Background: an optimization exercise with open tools, aiming at small area and a short achievable clock period. Do not read the settings as production practice.
Where RTL was checked, it was by simulation tests only, not by an equivalence proof against the original.
No activity file was given, so power comes from the tool's default toggle rates.

==> inputs of run a <==
==> flow/design.v (excerpt) <==
module pluto_spi_stepper(clk, SCK, MOSI, MISO, SSEL, nRESET, out_en, LED, dout, din, step, dir, quadA, quadB, quadZ, up, down);
parameter W=10;
parameter F=11;
parameter T=4;
parameter QW=14;
input clk;
input SCK, SSEL, MOSI, nRESET;
output MISO;
output LED;
input [12:0] din;
input quadA;
input quadB;
input quadZ;
output out_en;
output [13:0] dout;
output [2:0] step;
output [2:0] dir;
output up;
output down;
wire rst = ~nRESET;
reg [10:0] pc;
wire [10:0] pc_cy;
assign pc_cy[0] = 1'b1;
genvar k;
generate for (k = 1; k < 11; k = k + 1) begin : g_cy
    assign pc_cy[k] = &pc[k-1:0];
end endgenerate
always @(posedge clk) pc <= rst ? 11'd1 : pc ^ pc_cy;
reg stepcnt, cnt_top;
always @(posedge clk) begin
    stepcnt <= rst | (pc[5:0] == 6'd0);
    cnt_top <= ~rst & (pc == 11'd2047);
end
reg [2:0] SCKr;
always @(posedge clk) SCKr <= rst ? 3'b0 : {SCKr[1:0], SCK};
wire SCK_risingedge = (SCKr[2:1]==2'b01);
wire SCK_fallingedge = (SCKr[2:1]==2'b10);
reg [2:0] SSELr;
always @(posedge clk) SSELr <= rst ? 3'b0 : {SSELr[1:0], SSEL};
wire SSEL_active = ~SSELr[1];
wire SSEL_startmessage = (SSELr[2:1]==2'b10);
reg [2:0] bitcnt;
reg byte_received;
reg [4:0] spibytecnt;
reg [7:0] data_recvd;
reg [7:0] data_sent;
reg [7:0] data_outbuf;
always @(posedge clk) begin
	if(rst) begin
		bitcnt <= 0;
		byte_received <= 0;
		data_sent <= 0;
	end else begin
	if(SSEL_startmessage) begin
		bitcnt <= 3'b000;
	end
  ...
clock: 8.0 ns
lec_check: 0
cap_margin: 20
core_margin: 2
core_utilization: 40
slew_margin: 20
standard.sh (not shown) runs the stock make flow with config.mk's settings and CLKGATE_MAP_FILE= SYNTH_SCRIPT=/design/flow/synth_recipe.tcl, a recipe that flattens the netlist after the stock synthesis.
==> flow/flow/run.sh <==
#!/bin/bash
# Own layout flow: the standard ORFS flow (synth_recipe.tcl, the same
# yosys passes and flip-flop mapping, so the registers keep the standard
# synthesis's names and cell types), with these changes:
#  - ABC maps the gates with an area-oriented script (flow/abc_area.script)
#    instead of ORFS's speed script, and yosys's full/half-adder extraction
#    (ADDER_MAP_FILE) is left out so that ABC maps the adders as well;
#  - the port buffers are buf_2 cells rather than the delay cells
#    buffer_ports picks by default;
#  - the clock tree clusters up to 27 sinks per leaf buffer.
# Clock period, SDC, floorplan rules, power grid and the rest are the standard flow's.
# Each tool's output goes to a log file in this folder.
set -euo pipefail
W=$PWD
MARGIN=5.2
# synthesis script: the standard flow's own, with abc given our script
{
  echo "proc abc {args} { set i [lsearch \$args -script]; if {\$i >= 0} { lset args [expr {\$i+1}] $W/flow/abc_area.script }; yosys abc {*}\$args }"
  cat synth_recipe.tcl
} > my_synth.tcl
make -C "$FLOW_HOME" DESIGN_CONFIG=$W/config.mk WORK_HOME=$W/orfs CLKGATE_MAP_FILE= ADDER_MAP_FILE= \
  SYNTH_SCRIPT=$W/my_synth.tcl CAP_MARGIN=20 CORE_MARGIN=2 CORE_UTILIZATION=55 SLEW_MARGIN=20 \
  SETUP_SLACK_MARGIN=$MARGIN CTS_CLUSTER_SIZE=27 CTS_CLUSTER_DIAMETER=100 \
  "BUFFER_PORTS_ARGS=-buffer_cell sky130_fd_sc_hd__buf_2" \
  finish > make_finish.log 2>&1
R=$W/orfs/results/$FLOW_PLATFORM/pluto_spi_stepper/base
: # left out here: write the final layout as DEF
==> flow/flow/abc_area.script <==
strash
&get -n
&fraig -x
&put
scorr
dc2
strash
&get -n
&dch -f
&nf -R 20
&put
topo
dnsize -c
==> inputs of run b, as changes to run a <==
--- a/flow/design.v
+++ b/flow/design.v
@@ -37,25 +37,23 @@
 output step_n, dir_n;
 reg step_n, dir_n;
 reg [T-1:0] timer, timer_n;
 reg [1:0] state, state_n;
 reg ones, ones_n;
 reg [W+F-1:0] P;
 reg pinc, pdec;
 wire [W-1:0] hi = P[W+F-1:F];
-wire [W-1:0] upm, dnm;
-assign upm[0] = 1'b1;
-assign dnm[0] = 1'b1;
+wire [W-1:0] t = hi ^ {W{pdec}};
+wire [W-1:0] m;
+assign m[0] = pinc | pdec;
 genvar k;
 generate for (k = 1; k < W; k = k + 1) begin : g_m
-	assign upm[k] = &hi[k-1:0];
-	assign dnm[k] = ~|hi[k-1:0];
+	assign m[k] = (pinc | pdec) & (&t[k-1:0]);
 end endgenerate
-wire [W-1:0] m = ({W{pinc}} & upm) | ({W{pdec}} & dnm);
 assign position = {hi ^ m, P[F-1:0]};
 wire [F:0] lo = {1'b0, P[F-1:0]} + {1'b0, velocity[F-1:0]};
 wire step = stepx ^ pol;
 wire dbit = velocity[F];
 wire pbit = P[F + tap];
 wire tz = (timer == 0);
 wire c1 = (dir != dbit) && (pbit == ones);
 reg upd;
@@ -105,21 +103,22 @@
 always @(posedge clk) begin
 	state <= state_n;
 	timer <= timer_n;
 	dir <= dir_n;
 	ones <= ones_n;
 	stepx <= step_n ^ pol_n;
 	if(rst) begin
 		P <= 0; pinc <= 0; pdec <= 0;
+	end else if(upd) begin
+		P[F-1:0] <= lo[F-1:0];
+		pinc <= lo[F] & ~velocity[F];
+		pdec <= ~lo[F] & velocity[F];
 	end else begin
-		P[W+F-1:F] <= position[W+F-1:F];
-		if(upd) P[F-1:0] <= lo[F-1:0];
-		pinc <= upd & lo[F] & ~velocity[F];
-		pdec <= upd & ~lo[F] & velocity[F];
+		P <= position; pinc <= 0; pdec <= 0;
 	end
 end
 endmodule
 module quad(clk, rst, A, B, Z, c, i);
 parameter W=14;
 input clk, rst, A, B, Z;
 output [W-1:0] c, i;
 reg [(W-1):0] c, i;
@@ -130,38 +129,35 @@
 wire good_one = &Zc;
 wire good_zero = ~|Zc;
 reg last_good;
 wire [2:0] Zc_z0 = good_zero ? Zc : Zc - 3'd1;
 wire [2:0] Zc_z1 = good_one ? Zc - 3'd1 : Zc + 3'd1;
 wire index_pulse = good_one && !last_good;
 wire count_enable = Ad[1] ^ Ad[2] ^ Bd[1] ^ Bd[2];
 wire count_direction = Ad[1] ^ Bd[2];
-wire [W-1:0] upm, dnm;
-assign upm[0] = 1'b1;
-assign dnm[0] = 1'b1;
+wire [W-1:0] ct = c ^ {W{~count_direction}};
+wire [W-1:0] cmask;
+assign cmask[0] = 1'b1;
 genvar k;
 generate for (k = 1; k < W; k = k + 1) begin : g_m
-    assign upm[k] = &c[k-1:0];
-    assign dnm[k] = ~|c[k-1:0];
+    assign cmask[k] = &ct[k-1:0];
 end endgenerate
-wire [W-1:0] cmask = count_direction ? upm : dnm;
 always @(posedge clk)
 if(rst) begin
     Zc <= 0;
     last_good <= 0;
     c <= 0;
+    i <= 0;
 end else begin
     Zc <= Z ? Zc_z1 : Zc_z0;
     if(good_one) last_good <= 1;
     else if(good_zero) last_good <= 0;
     if(count_enable) c <= c ^ cmask;
-end
-always @(posedge clk) begin
-    if(index_pulse | rst) i <= c & {W{~rst}};
+    if(index_pulse) i <= c;
 end
 endmodule
 module pluto_spi_stepper(clk, SCK, MOSI, MISO, SSEL, nRESET, out_en, LED, dout, din, step, dir, quadA, quadB, quadZ, up, down);
 parameter W=10;
 parameter F=11;
 parameter T=4;
 parameter QW=14;
 input clk;
@@ -251,32 +247,44 @@
 wire wr1 = wr & (spibytecnt == 5'd1);
 wire wr3 = wr & (spibytecnt == 5'd3);
 wire wr5 = wr & (spibytecnt == 5'd5);
 wire wr7 = wr & sb_is7;
 wire wr9 = wr & (spibytecnt == 5'd9);
 wire wr11 = wr & (spibytecnt == 5'd11);
 wire wr15 = wr & (spibytecnt == 5'd15);
 wire [15:0] rword = {data_recvd, data_inbuf};
+wire [15:0] pwm0_n = rst ? 16'd0 : wr7 ? rword : pwm0;
 wire Spolarity_n = rst ? 1'b0 : wr11 ? data_inbuf[7] : Spolarity;
-wire [15:0] rword_r = rword & {16{~rst}};
 always @(posedge clk) begin
-	if(wr_inbuf | rst) data_inbuf <= rword_r[15:8];
-	if(wr1 | rst) vel0 <= rword_r[F:0];
-	if(wr3 | rst) vel1 <= rword_r[F:0];
-	if(wr5 | rst) vel2 <= rword_r[F:0];
-	if(wr7 | rst) pwm0 <= rword_r;
-	if(wr9 | rst) real_dout <= rword_r[13:0];
-	if(wr11 | rst) begin
-		tap <= rword_r[15:14];
-		steptime <= rword_r[T+7:8];
-		dirtime <= rword_r[T-1:0];
-		Spolarity <= rword_r[7];
+	pwm0 <= pwm0_n;
+	Spolarity <= Spolarity_n;
+	if(rst) begin
+		data_inbuf <= 0;
+		vel0 <= 0;
+		vel1 <= 0;
+		vel2 <= 0;
+		real_dout <= 0;
+		tap <= 0;
+		steptime <= 0;
+		dirtime <= 0;
+		Zpolarity <= 0;
+	end else begin
+		if(wr_inbuf) data_inbuf <= data_recvd;
+		if(wr1) vel0 <= rword[F:0];
+		if(wr3) vel1 <= rword[F:0];
+		if(wr5) vel2 <= rword[F:0];
+		if(wr9) real_dout <= rword[13:0];
+		if(wr11) begin
+			tap <= data_recvd[7:6];
+			steptime <= data_recvd[T-1:0];
+			dirtime <= data_inbuf[T-1:0];
+		end
+		if(wr15) Zpolarity <= data_recvd[7];
 	end
-	if(wr15 | rst) Zpolarity <= rword_r[15];
 end
 assign dout = real_dout;
 wire [W+F-1:0] pos0, pos1, pos2;
 wire step0_n, dir0_n;
 wire s1_n, d1_n, s2_n, d2_n;
 stepgen #(W,F,T) s0(clk, rst, stepcnt, pos0, vel0, dirtime, steptime, Spolarity, Spolarity_n, step[0], dir[0], tap, step0_n, dir0_n);
 stepgen #(W,F,T) s1(clk, rst, stepcnt, pos1, vel1, dirtime, steptime, Spolarity, Spolarity_n, step[1], dir[1], tap, s1_n, d1_n);
 stepgen #(W,F,T) s2(clk, rst, stepcnt, pos2, vel2, dirtime, steptime, Spolarity, Spolarity_n, step[2], dir[2], tap, s2_n, d2_n);
==> flow/flow/run.sh (replaced) <==
#!/bin/bash
# Own layout flow: the standard ORFS flow (same synthesis script and
# register mapping), with
#  - an area-oriented ABC script for the gate mapping (flow/abc_area.script),
#  - plain buffers on the ports instead of the delay cells buffer_ports picks.
# Each tool's output goes to a log file in this folder.
set -euo pipefail
W=$PWD
MARGIN=5.2
# synthesis script: the standard flow's, with abc given our own script
{
  echo "proc abc {args} { set i [lsearch \$args -script]; if {\$i >= 0} { lset args [expr {\$i+1}] $W/flow/abc_area.script }; yosys abc {*}\$args }"
  cat synth_recipe.tcl
} > my_synth.tcl
make -C "$FLOW_HOME" DESIGN_CONFIG=$W/config.mk WORK_HOME=$W/orfs CLKGATE_MAP_FILE= \
  SYNTH_SCRIPT=$W/my_synth.tcl CAP_MARGIN=20 CORE_MARGIN=2 CORE_UTILIZATION=55 SLEW_MARGIN=20 \
  SETUP_SLACK_MARGIN=$MARGIN "BUFFER_PORTS_ARGS=-buffer_cell sky130_fd_sc_hd__buf_2" \
  finish > make_finish.log 2>&1
R=$W/orfs/results/$FLOW_PLATFORM/pluto_spi_stepper/base
: # left out here: write the final layout as DEF
==> inputs of run c, as changes to run a <==
--- a/flow/design.v
+++ b/flow/design.v
@@ -37,25 +37,23 @@
 output step_n, dir_n;
 reg step_n, dir_n;
 reg [T-1:0] timer, timer_n;
 reg [1:0] state, state_n;
 reg ones, ones_n;
 reg [W+F-1:0] P;
 reg pinc, pdec;
 wire [W-1:0] hi = P[W+F-1:F];
-wire [W-1:0] upm, dnm;
-assign upm[0] = 1'b1;
-assign dnm[0] = 1'b1;
+wire [W-1:0] t = hi ^ {W{pdec}};
+wire [W-1:0] m;
+assign m[0] = pinc | pdec;
 genvar k;
 generate for (k = 1; k < W; k = k + 1) begin : g_m
-	assign upm[k] = &hi[k-1:0];
-	assign dnm[k] = ~|hi[k-1:0];
+	assign m[k] = (pinc | pdec) & (&t[k-1:0]);
 end endgenerate
-wire [W-1:0] m = ({W{pinc}} & upm) | ({W{pdec}} & dnm);
 assign position = {hi ^ m, P[F-1:0]};
 wire [F:0] lo = {1'b0, P[F-1:0]} + {1'b0, velocity[F-1:0]};
 wire step = stepx ^ pol;
 wire dbit = velocity[F];
 wire pbit = P[F + tap];
 wire tz = (timer == 0);
 wire c1 = (dir != dbit) && (pbit == ones);
 reg upd;
@@ -105,21 +103,22 @@
 always @(posedge clk) begin
 	state <= state_n;
 	timer <= timer_n;
 	dir <= dir_n;
 	ones <= ones_n;
 	stepx <= step_n ^ pol_n;
 	if(rst) begin
 		P <= 0; pinc <= 0; pdec <= 0;
+	end else if(upd) begin
+		P[F-1:0] <= lo[F-1:0];
+		pinc <= lo[F] & ~velocity[F];
+		pdec <= ~lo[F] & velocity[F];
 	end else begin
-		P[W+F-1:F] <= position[W+F-1:F];
-		if(upd) P[F-1:0] <= lo[F-1:0];
-		pinc <= upd & lo[F] & ~velocity[F];
-		pdec <= upd & ~lo[F] & velocity[F];
+		P <= position; pinc <= 0; pdec <= 0;
 	end
 end
 endmodule
 module quad(clk, rst, A, B, Z, c, i);
 parameter W=14;
 input clk, rst, A, B, Z;
 output [W-1:0] c, i;
 reg [(W-1):0] c, i;
@@ -130,38 +129,35 @@
 wire good_one = &Zc;
 wire good_zero = ~|Zc;
 reg last_good;
 wire [2:0] Zc_z0 = good_zero ? Zc : Zc - 3'd1;
 wire [2:0] Zc_z1 = good_one ? Zc - 3'd1 : Zc + 3'd1;
 wire index_pulse = good_one && !last_good;
 wire count_enable = Ad[1] ^ Ad[2] ^ Bd[1] ^ Bd[2];
 wire count_direction = Ad[1] ^ Bd[2];
-wire [W-1:0] upm, dnm;
-assign upm[0] = 1'b1;
-assign dnm[0] = 1'b1;
+wire [W-1:0] ct = c ^ {W{~count_direction}};
+wire [W-1:0] cmask;
+assign cmask[0] = 1'b1;
 genvar k;
 generate for (k = 1; k < W; k = k + 1) begin : g_m
-    assign upm[k] = &c[k-1:0];
-    assign dnm[k] = ~|c[k-1:0];
+    assign cmask[k] = &ct[k-1:0];
 end endgenerate
-wire [W-1:0] cmask = count_direction ? upm : dnm;
 always @(posedge clk)
 if(rst) begin
     Zc <= 0;
     last_good <= 0;
     c <= 0;
+    i <= 0;
 end else begin
     Zc <= Z ? Zc_z1 : Zc_z0;
     if(good_one) last_good <= 1;
     else if(good_zero) last_good <= 0;
     if(count_enable) c <= c ^ cmask;
-end
-always @(posedge clk) begin
-    if(index_pulse | rst) i <= c & {W{~rst}};
+    if(index_pulse) i <= c;
 end
 endmodule
 module pluto_spi_stepper(clk, SCK, MOSI, MISO, SSEL, nRESET, out_en, LED, dout, din, step, dir, quadA, quadB, quadZ, up, down);
 parameter W=10;
 parameter F=11;
 parameter T=4;
 parameter QW=14;
 input clk;
@@ -174,28 +170,30 @@
 input quadZ;
 output out_en;
 output [13:0] dout;
 output [2:0] step;
 output [2:0] dir;
 output up;
 output down;
 wire rst = ~nRESET;
-reg [10:0] pc;
-wire [10:0] pc_cy;
-assign pc_cy[0] = 1'b1;
+reg [10:0] cnt;
+wire [10:0] cnt_cy;
+assign cnt_cy[0] = 1'b1;
 genvar k;
 generate for (k = 1; k < 11; k = k + 1) begin : g_cy
-    assign pc_cy[k] = &pc[k-1:0];
+    assign cnt_cy[k] = &cnt[k-1:0];
 end endgenerate
-always @(posedge clk) pc <= rst ? 11'd1 : pc ^ pc_cy;
+wire [10:0] cnt_inc = cnt ^ cnt_cy;
+wire [10:0] cnt_n = rst ? 11'd0 : cnt_inc;
+always @(posedge clk) cnt <= cnt_n;
 reg stepcnt, cnt_top;
 always @(posedge clk) begin
-    stepcnt <= rst | (pc[5:0] == 6'd0);
-    cnt_top <= ~rst & (pc == 11'd2047);
+    stepcnt <= rst | (&cnt[5:0]);
+    cnt_top <= ~rst & (cnt == 11'd2046);
 end
 reg [2:0] SCKr;
 always @(posedge clk) SCKr <= rst ? 3'b0 : {SCKr[1:0], SCK};
 wire SCK_risingedge = (SCKr[2:1]==2'b01);
 wire SCK_fallingedge = (SCKr[2:1]==2'b10);
 reg [2:0] SSELr;
 always @(posedge clk) SSELr <= rst ? 3'b0 : {SSELr[1:0], SSEL};
 wire SSEL_active = ~SSELr[1];
@@ -251,80 +249,65 @@
 wire wr1 = wr & (spibytecnt == 5'd1);
 wire wr3 = wr & (spibytecnt == 5'd3);
 wire wr5 = wr & (spibytecnt == 5'd5);
 wire wr7 = wr & sb_is7;
 wire wr9 = wr & (spibytecnt == 5'd9);
 wire wr11 = wr & (spibytecnt == 5'd11);
 wire wr15 = wr & (spibytecnt == 5'd15);
 wire [15:0] rword = {data_recvd, data_inbuf};
+wire [15:0] pwm0_n = rst ? 16'd0 : wr7 ? rword : pwm0;
 wire Spolarity_n = rst ? 1'b0 : wr11 ? data_inbuf[7] : Spolarity;
-wire [15:0] rword_r = rword & {16{~rst}};
 always @(posedge clk) begin
-	if(wr_inbuf | rst) data_inbuf <= rword_r[15:8];
-	if(wr1 | rst) vel0 <= rword_r[F:0];
-	if(wr3 | rst) vel1 <= rword_r[F:0];
-	if(wr5 | rst) vel2 <= rword_r[F:0];
-	if(wr7 | rst) pwm0 <= rword_r;
-	if(wr9 | rst) real_dout <= rword_r[13:0];
-	if(wr11 | rst) begin
-		tap <= rword_r[15:14];
-		steptime <= rword_r[T+7:8];
-		dirtime <= rword_r[T-1:0];
-		Spolarity <= rword_r[7];
+	pwm0 <= pwm0_n;
+	Spolarity <= Spolarity_n;
+	if(rst) begin
+		data_inbuf <= 0;
+		vel0 <= 0;
+		vel1 <= 0;
+		vel2 <= 0;
+		real_dout <= 0;
+		tap <= 0;
+		steptime <= 0;
+		dirtime <= 0;
+		Zpolarity <= 0;
+	end else begin
+		if(wr_inbuf) data_inbuf <= data_recvd;
+		if(wr1) vel0 <= rword[F:0];
+		if(wr3) vel1 <= rword[F:0];
+		if(wr5) vel2 <= rword[F:0];
+		if(wr9) real_dout <= rword[13:0];
+		if(wr11) begin
+			tap <= data_recvd[7:6];
+			steptime <= data_recvd[T-1:0];
+			dirtime <= data_inbuf[T-1:0];
+		end
+		if(wr15) Zpolarity <= data_recvd[7];
 	end
-	if(wr15 | rst) Zpolarity <= rword_r[15];
 end
 assign dout = real_dout;
 wire [W+F-1:0] pos0, pos1, pos2;
 wire step0_n, dir0_n;
 wire s1_n, d1_n, s2_n, d2_n;
 stepgen #(W,F,T) s0(clk, rst, stepcnt, pos0, vel0, dirtime, steptime, Spolarity, Spolarity_n, step[0], dir[0], tap, step0_n, dir0_n);
 stepgen #(W,F,T) s1(clk, rst, stepcnt, pos1, vel1, dirtime, steptime, Spolarity, Spolarity_n, step[1], dir[1], tap, s1_n, d1_n);
 stepgen #(W,F,T) s2(clk, rst, stepcnt, pos2, vel2, dirtime, steptime, Spolarity, Spolarity_n, step[2], dir[2], tap, s2_n, d2_n);
 reg LED;
 always @(posedge clk) LED <= step0_n ^ dir0_n;
 wire do_enable_wdt = data_recvd[6] & (spibytecnt == 5'b01001) & byte_received;
 wdt w(clk, rst, do_enable_wdt, cnt_top, out_en);
-wire [10:0] pwmrev_n = {pc[4], pc[5], pc[6], pc[7], pc[8], pc[9], pc[10], pc[3:0]};
-wire act_h = pwm_gt(pwm0[10:0], pwm0[14] ? pwmrev_n : pc);
-wire act_w = pwm_gt(rword[10:0], rword[14] ? pwmrev_n : pc);
-wire up_h = pwm0[12] ^ (~pwm0[15] & act_h);
-wire up_w = rword[12] ^ (~rword[15] & act_w);
-wire down_h = pwm0[13] ^ (pwm0[15] & act_h);
-wire down_w = rword[13] ^ (rword[15] & act_w);
+wire [15:0] pwm0_w = wr7 ? rword : pwm0;
+wire [10:0] pwmrev_n = {cnt_inc[4], cnt_inc[5], cnt_inc[6], cnt_inc[7], cnt_inc[8], cnt_inc[9], cnt_inc[10], cnt_inc[3:0]};
+wire [10:0] pwmcmp_n = pwm0_w[14] ? pwmrev_n : cnt_inc;
+wire pwmact_n = pwm0_w[10:0] > pwmcmp_n;
 reg up, down;
 always @(posedge clk) begin
-	up <= ~rst & (wr7 ? up_w : up_h);
-	down <= ~rst & (wr7 ? down_w : down_h);
+	up <= ~rst & (pwm0_w[12] ^ (~pwm0_w[15] & pwmact_n));
+	down <= ~rst & (pwm0_w[13] ^ (pwm0_w[15] & pwmact_n));
 end
-function pwm_gt(input [10:0] a, input [10:0] b);
-	reg [15:0] g, e;
-	reg [7:0] g1, e1;
-	reg [3:0] g2, e2;
-	reg [1:0] g3, e3;
-	integer n;
-	begin
-		g = {5'b0, a & ~b};
-		e = {5'h1f, ~(a ^ b)};
-		for (n = 0; n < 8; n = n + 1) begin
-			g1[n] = g[2*n+1] | (e[2*n+1] & g[2*n]);
-			e1[n] = e[2*n+1] & e[2*n];
-		end
-		for (n = 0; n < 4; n = n + 1) begin
-			g2[n] = g1[2*n+1] | (e1[2*n+1] & g1[2*n]);
-			e2[n] = e1[2*n+1] & e1[2*n];
-		end
-		for (n = 0; n < 2; n = n + 1) begin
-			g3[n] = g2[2*n+1] | (e2[2*n+1] & g2[2*n]);
-			e3[n] = e2[2*n+1] & e2[2*n];
-		end
-		pwm_gt = g3[1] | (e3[1] & g3[0]);
-	end
-endfunction
 wire [QW-1:0] qc, qi;
 quad q0(clk, rst, quadA, quadB, quadZ^Zpolarity, qc, qi);
 reg [7:0] outbuf_r;
 always @* begin
 	case(spibytecnt)
 	5'd0: outbuf_r = pos0[7:0];
 	5'd1: outbuf_r = pos0[15:8];
 	5'd2: outbuf_r = pos0[W+F-1:16];
==> flow/run.sh (new file) <==
#!/bin/bash
# synth_recipe.tcl (not shown) runs the flow's synth.tcl, then flattens the netlist and writes it again
# the make line also repeats each setting of config.mk as NAME=value (left out here)
make -C /OpenROAD-flow-scripts/flow DESIGN_CONFIG=/design/flow/config.mk WORK_HOME=/design/flow/orfs CLKGATE_MAP_FILE= SYNTH_SCRIPT=/design/flow/synth_recipe.tcl finish
- SETUP_SLACK_MARGIN: default -> 5
removed: flow/flow/run.sh
removed: flow/flow/abc_area.script
removed: flow/standard.sh
==> summary of the runs <==
- Cell count, lowest first: run a, run b, run c.
- Sequential share of layout area: run c < run b < run a.
- Total power: run c > run b > run a.
- Setup slack, highest first: run b, run a, run c.
- The highest clock power belongs to run c, the lowest to run a.
- Sequential power is about the same in run b and run c.
- Core utilization, lowest first: run c, run a, run b.
- Run b went through all stages and came out clean. Run a finished clean. Run c went through all stages and came out clean.
- Area after synthesis: run c > run b > run a.
- The highest clock skew belongs to run b, the lowest to run c.
Only the layout flow was run in run c; the RTL was not checked for function there.

==> port drivers added, routing unchanged <==
The results above use ideal ports. As a check the final layouts listed here were re-extracted and re-timed, cells and wires unchanged. Step 1: set_driving_cell puts a clkbuf_16 on clk and a buf_2 on each other input, an assumption about the parent block. Step 2, shift: input delay + t, output delay - t, t = (earliest + latest rising clock arrival at the registers) / 2. This alone moves slack from input paths to output paths. a / b / c = no drivers / after step 1 / after step 2; a / b = the first two.
run	t (ns)	slack for setup (ns)	worst slew at a driven data input, ns
run a	0.542	5.253 / 5.243 / 4.795	0.06
run b	0.606	5.279 / 5.271 / 4.821	0.04
run c	0.566	5.027 / 4.984 / 4.697	0.04
After both steps every run listed still meets setup and hold.
